This design comes from an exercise in tuning for small area and a short achievable clock period on the open sky130 flow, not from production work. In this exercise RTL edits were held to simulation tests only and were not proved equivalent to the original. Power and IR drop assume default switching activity.

==> flow/design.v (excerpt) <==
module hdc1080_readings_to_ascii(
    i_clk, i_srst,
    i_display_temp, i_display_humid,
    i_hygro_op_mode, i_hygro_display_mode,
    o_txt_ascii_line1, o_txt_ascii_line2);
input wire i_clk;
input wire i_srst;
input wire [15:0] i_display_temp;
input wire [15:0] i_display_humid;
input wire [0:0] i_hygro_op_mode;
input wire [2:0] i_hygro_display_mode;
output wire [(16*8-1):0] o_txt_ascii_line1;
output wire [(16*8-1):0] o_txt_ascii_line2;
function automatic [7:0] ascii_of_hdigit(input [3:0] v);
    ascii_of_hdigit = (v < 4'd10) ? {4'h3, v} : (8'h37 + {4'h0, v});
endfunction
function automatic [3:0] dig(input [3:0] a, input [2:0] b);
    dig = a - {b, 1'b0} - {b[0], 3'b000};
endfunction
function automatic [11:0] bcd_9x(input [4:0] x);
    case (x)
        5'd0: bcd_9x = 12'h000;
        5'd1: bcd_9x = 12'h009;
        5'd2: bcd_9x = 12'h018;
        5'd3: bcd_9x = 12'h027;
        5'd4: bcd_9x = 12'h036;
        5'd5: bcd_9x = 12'h045;
        5'd6: bcd_9x = 12'h054;
        5'd7: bcd_9x = 12'h063;
        5'd8: bcd_9x = 12'h072;
        5'd9: bcd_9x = 12'h081;
        5'd10: bcd_9x = 12'h090;
        5'd11: bcd_9x = 12'h099;
        5'd12: bcd_9x = 12'h108;
        5'd13: bcd_9x = 12'h117;
        5'd14: bcd_9x = 12'h126;
        5'd15: bcd_9x = 12'h135;
        5'd16: bcd_9x = 12'h144;
        5'd17: bcd_9x = 12'h153;
        5'd18: bcd_9x = 12'h162;
        5'd19: bcd_9x = 12'h171;
        5'd20: bcd_9x = 12'h180;
        5'd21: bcd_9x = 12'h189;
        5'd22: bcd_9x = 12'h198;
        5'd23: bcd_9x = 12'h207;
        5'd24: bcd_9x = 12'h216;
        5'd25: bcd_9x = 12'h225;
        5'd26: bcd_9x = 12'h234;
        5'd27: bcd_9x = 12'h243;
        5'd28: bcd_9x = 12'h252;
        5'd29: bcd_9x = 12'h261;
        5'd30: bcd_9x = 12'h270;
        5'd31: bcd_9x = 12'h279;
        default: bcd_9x = 12'h000;
    endcase
endfunction
function automatic [3:0] neg_code(input [4:0] x);
  ...
==> flow/config.mk <==
export PLATFORM = sky130hd
export DESIGN_NAME = hdc1080_readings_to_ascii
export DESIGN_NICKNAME = hdc1080_readings_to_ascii
export VERILOG_FILES = /design/flow/design.v
export SDC_FILE = /design/flow/constraint.sdc
export NUM_CORES = 4
export LEC_CHECK = 0
export CAP_MARGIN = 20
export CORE_MARGIN = 2
export CORE_UTILIZATION = 40
export SLEW_MARGIN = 20
==> flow/constraint.sdc <==
create_clock -name core_clock -period 17.0 [get_ports {i_clk}]
set_input_delay 3.4000 -clock core_clock [delete_from_list [all_inputs] [get_ports {i_clk}]]
set_output_delay 3.4000 -clock core_clock [all_outputs]
set_load 0.01 [all_outputs]
standard.sh (not shown) runs the stock make flow with config.mk's settings and CLKGATE_MAP_FILE= SYNTH_SCRIPT=/design/flow/synth_recipe.tcl, a recipe that flattens the netlist after the stock synthesis.
==> flow/flow/run.sh <==
#!/bin/bash
# Standard layout (standard.sh) with these changes:
#  - synthesis leaves adders to ABC (no full/half adder cell extraction) and
#    uses ABC's area script,
#  - ports are buffered with sky130_fd_sc_hd__buf_1,
#  - repair_timing aims for 13 ns of setup slack.
set -euo pipefail
bash standard.sh ADDER_MAP_FILE= ABC_AREA=1 'BUFFER_PORTS_ARGS=-buffer_cell sky130_fd_sc_hd__buf_1' SETUP_SLACK_MARGIN=13 finish > standard_flow.log 2>&1
The baseline finished with timing, DRC and antenna clean.
Next try:
==> flow/flow/run.sh (replaced) <==
#!/bin/bash
# Standard layout (standard.sh) with these changes:
#  - synthesis leaves adders to ABC (no full/half adder cell extraction) and
#    uses ABC's area script,
#  - ports are buffered with sky130_fd_sc_hd__buf_1,
#  - repair_timing aims for 12 ns of setup slack.
set -euo pipefail
bash standard.sh ADDER_MAP_FILE= ABC_AREA=1 'BUFFER_PORTS_ARGS=-buffer_cell sky130_fd_sc_hd__buf_1' SETUP_SLACK_MARGIN=12 finish > standard_flow.log 2>&1
Wire length is lower by 5.1%; setup slack degrades by 0.45 ns; cell area is lower by 13%; first-iteration DRC count stays the same; synthesized cell count stays the same; total power is lower by 4.7%; via count is lower by 1.8%; die area does not change.
Next try:
==> flow/flow/run.sh (replaced) <==
#!/bin/bash
# Standard layout (standard.sh) with these changes:
#  - synthesis leaves adders to ABC (no full/half adder cell extraction) and
#    uses ABC's area script,
#  - ports are buffered with sky130_fd_sc_hd__buf_1,
#  - repair_timing aims for 12.5 ns of setup slack.
set -euo pipefail
bash standard.sh ADDER_MAP_FILE= ABC_AREA=1 'BUFFER_PORTS_ARGS=-buffer_cell sky130_fd_sc_hd__buf_1' SETUP_SLACK_MARGIN=12.5 finish > standard_flow.log 2>&1
What happened: The new run passed the timing, design-rule and antenna checks. Area after synthesis is unchanged. Via count hardly moves. Power went down slightly. Non-clock buffer count went up by 3. Critical path depth went up by 3. Clock power went down by a few percent. Wire length is about the same. Sequential share of layout area hardly moves. Worst setup slack improved by 0.39 ns. Global-route usage went up by 0.27 points. Hold slack improved by 0.0097 ns.


## job 101
hdc1080_readings_to_ascii, a different RTL version from the one above (not shown whole).
For scale: roughly 1600 cells after synthesis.
## hdc1080_readings_to_ascii
module hdc1080_readings_to_ascii(
    i_clk, i_srst,
    i_display_temp, i_display_humid,
    i_hygro_op_mode, i_hygro_display_mode,
    o_txt_ascii_line1, o_txt_ascii_line2);
export LEC_CHECK = 0
export ABC_AREA = 1
export CAP_MARGIN = 20
export CORE_MARGIN = 2
export CORE_UTILIZATION = 40
export SLEW_MARGIN = 20
export SYNTH_HIERARCHICAL = 1
create_clock -name core_clock -period 17.0 [get_ports {i_clk}]
==> flow/flow/run.sh <==
#!/bin/bash
# Standard layout (standard.sh, with config.mk's settings) with these changes:
#  - synthesis is the standard flow's script with ABC mapping by flow/abc.script (dc2
#    restructuring, then area-oriented mapping twice), and adders are left to
#    ABC (no full/half adder cell extraction),
#  - ports are buffered with sky130_fd_sc_hd__buf_1,
#  - constant outputs share one tie cell per value,
#  - repair_timing aims for 12.65 ns of setup slack.
set -euo pipefail
W=$PWD
export FLOW_ABC_SCRIPT=$W/flow/abc.script
bash standard.sh SYNTH_SCRIPT=$W/flow/synth.tcl ADDER_MAP_FILE= \
  'BUFFER_PORTS_ARGS=-buffer_cell sky130_fd_sc_hd__buf_1' \
  SETUP_SLACK_MARGIN=12.65 SKIP_REPAIR_TIE_FANOUT=1 finish > standard_flow.log 2>&1
==> flow/flow/abc.script <==
strash
dc2
dch
map -B 0.9
strash
dch
map -B 0.9
topo
stime -c
buffer -c
upsize -c
dnsize -c
==> flow/flow/synth.tcl <==
# The standard flow's synthesis script (synth_recipe.tcl), with ABC run on this flow's own
# mapping script (flow/abc.script) in place of ORFS's.
proc synth {args} { yosys synth -nofsm -noshare {*}$args }
proc abc {args} {
  set i [lsearch -exact $args -script]
  if {$i >= 0} { lset args [expr {$i + 1}] $::env(FLOW_ABC_SCRIPT) }
  yosys abc {*}$args
}
source $::env(SCRIPTS_DIR)/synth.tcl
# left out here: clear keep_hierarchy, flatten, clean up, hide names made inside functions, write 1_2_yosys.v
Every stage of the flow completed for job 101, and the final layout passed the timing, design-rule and antenna checks.
Edits applied to the flow inputs when going from job 101 to job 102:
Settings: CORE_UTILIZATION changed from 40 to 65.
--- a/flow/flow/run.sh
+++ b/flow/flow/run.sh
@@ -6,5 +6,5 @@
 #  - ports are buffered with sky130_fd_sc_hd__buf_1,
 #  - constant outputs share one tie cell per value,
-#  - repair_timing aims for 12.65 ns of setup slack.
+#  - repair_timing aims for 12.5 ns of setup slack.
 set -euo pipefail
 W=$PWD
@@ -12,3 +12,3 @@
 bash standard.sh SYNTH_SCRIPT=$W/flow/synth.tcl ADDER_MAP_FILE= \
   'BUFFER_PORTS_ARGS=-buffer_cell sky130_fd_sc_hd__buf_1' \
-  SETUP_SLACK_MARGIN=12.65 SKIP_REPAIR_TIE_FANOUT=1 finish > standard_flow.log 2>&1
+  SETUP_SLACK_MARGIN=12.5 SKIP_REPAIR_TIE_FANOUT=1 finish > standard_flow.log 2>&1
- The smallest setup slack after layout in job 102 sits 0.074 ns below the value recorded for job 101.
- Post-synthesis to final-layout area growth in job 102 is 6.5 points lower than in job 101
- Job 102 has completed all stages; timing, DRC and antenna checks passed.
- Of job 102 and job 101, the lower number of optimization iterations in the first detailed-route pass belongs to job 102.
- Sequential share of layout area: job 102 vs job 101 up 1.2 points
- In the tables for job 102 and job 101, non-clock buffer contribution to total cell area reads higher with job 101.
- Taking job 101 as 1.0, job 102 lands at 1.07 on average vias per placed instance.
Input-level comparison between job 103 and job 102:
Settings: a change of CORE_UTILIZATION from 65 to 40.
[summary]
- Job 103 ended up with sky130_fd_sc_hd__dfxtp_2 as its worst-path cell with the longest stage delay; job 102 ended up with sky130_fd_sc_hd__dfxtp_1.
- Comparing job 103 with job 102, the count of final max-slew check failures came out essentially unchanged.
- Comparing core utilization for job 103 and job 102, the bigger number came from job 102.
- Higher routed wire length was reported by job 103, not job 102.
The inputs of job 104 differ from those of job 103 as listed below.
==> flow/flow/run.sh <==
#!/bin/bash
# Standard layout (standard.sh, with config.mk's settings) with these changes:
#  - synthesis leaves adders to ABC (no full/half adder cell extraction),
#  - ports are buffered with sky130_fd_sc_hd__buf_1,
#  - constant outputs share one tie cell per value,
#  - repair_timing aims for 12.5 ns of setup slack.
set -euo pipefail
bash standard.sh ADDER_MAP_FILE= 'BUFFER_PORTS_ARGS=-buffer_cell sky130_fd_sc_hd__buf_1' SETUP_SLACK_MARGIN=12.5 SKIP_REPAIR_TIE_FANOUT=1 finish > standard_flow.log 2>&1
removed: flow/flow/abc.script
removed: flow/flow/synth.tcl
==> results.txt <==
- Job 103 → job 104: via count of the first global-routing pass shows an increase of about 4%; delay of the slowest cell on the worst path shows a reduction of 0.03 ns.
- Against job 103, job 104 reports a area occupied by multi-input gates that is higher.
- Summary of job 104 over job 103: area after synthesis dropped about 0.3%, effective utilization at floorplan roughly the same, number of stages on the worst hold path down 1.
- Taking job 104 over job 103, the count of cells along the worst register-to-register path ratio works out to 1.6.
What job 105 does differently from job 104 at the input level:
==> flow/flow/run.sh <==
#!/bin/bash
# Standard layout (standard.sh, with config.mk's settings) with these changes:
#  - synthesis is the standard flow's script with ABC mapping by flow/abc.script (dc2
#    restructuring, then area-oriented mapping twice), and adders are left to
#    ABC (no full/half adder cell extraction),
#  - ports are buffered with sky130_fd_sc_hd__buf_1,
#  - constant outputs share one tie cell per value,
#  - repair_timing aims for 12.55 ns of setup slack.
set -euo pipefail
W=$PWD
export FLOW_ABC_SCRIPT=$W/flow/abc.script
bash standard.sh SYNTH_SCRIPT=$W/flow/synth.tcl ADDER_MAP_FILE= \
  'BUFFER_PORTS_ARGS=-buffer_cell sky130_fd_sc_hd__buf_1' \
  SETUP_SLACK_MARGIN=12.55 SKIP_REPAIR_TIE_FANOUT=1 finish > standard_flow.log 2>&1
==> flow/flow/abc.script (new file) <==
strash
dc2
dch
map -B 0.9
strash
dch
map -B 0.9
topo
stime -c
buffer -c
upsize -c
dnsize -c
==> flow/flow/synth.tcl (new file) <==
# The standard flow's synthesis script (synth_recipe.tcl), with ABC run on this flow's own
# mapping script (flow/abc.script) in place of ORFS's.
proc synth {args} { yosys synth -nofsm -noshare {*}$args }
proc abc {args} {
  set i [lsearch -exact $args -script]
  if {$i >= 0} { lset args [expr {$i + 1}] $::env(FLOW_ABC_SCRIPT) }
  yosys abc {*}$args
}
source $::env(SCRIPTS_DIR)/synth.tcl
# left out here: clear keep_hierarchy, flatten, clean up, hide names made inside functions, write 1_2_yosys.v
## What came out
Job 105: share of final layout cell area taken by clock buffers and inverters is 0.36 points higher than what job 104 reported.
Summary of job 105 over job 104: post-route cell area shrank by 0.41%; hold slack shrank by 0.073 ns; total combinational power shrank by about 2%.
Job 105 ends up with higher count of inverters not on the clock network in the layout than job 104 does.
Compared with job 104, in job 105 overall die area grew by 73 um^2; post-synthesis average cell area shrank by 0.050 um^2; routed length on met2 shrank by about 11%.

==> re-timing with driven ports <==
No port has a modelled driver above. Below, the same layouts with a new extraction and two added sets of constraints. Step 1 sets driving cells, clkbuf_16 on the clock port and buf_2 on the other inputs (assumed; they add their load-dependent delay and slew). Step 2, shift: input delay + t, output delay - t, t = (earliest + latest rising clock arrival at the registers) / 2. This alone moves slack from input paths to output paths. Slacks: no drivers / after step 1 / after step 2; pairs: no drivers / after step 1.
run	t (ns)	setup slack, ns	slew at the worst register clock pin (ns)
the first run of note 1	0.401	12.631 / 12.583 / 12.352	0.08 / 0.08
the second run of note 1	0.410	12.186 / 12.207 / 11.796	0.09 / 0.09
the third run of note 1	0.401	12.578 / 12.552 / 12.151	0.08 / 0.08
job 101	0.392	12.605 / 12.557 / 12.380	0.08 / 0.08
job 102	0.401	12.531 / 12.489 / 12.319	0.08 / 0.08
job 103	0.393	12.593 / 12.545 / 12.367	0.08 / 0.08
job 104	0.403	12.573 / 12.525 / 12.213	0.08 / 0.08
job 105	0.392	12.618 / 12.570 / 12.384	0.08 / 0.08
After both steps every run listed still meets setup and hold. For the third run of note 1, which loses most, drivers alone change the setup slack by -0.026 ns; drivers and shift together by -0.427 ns.
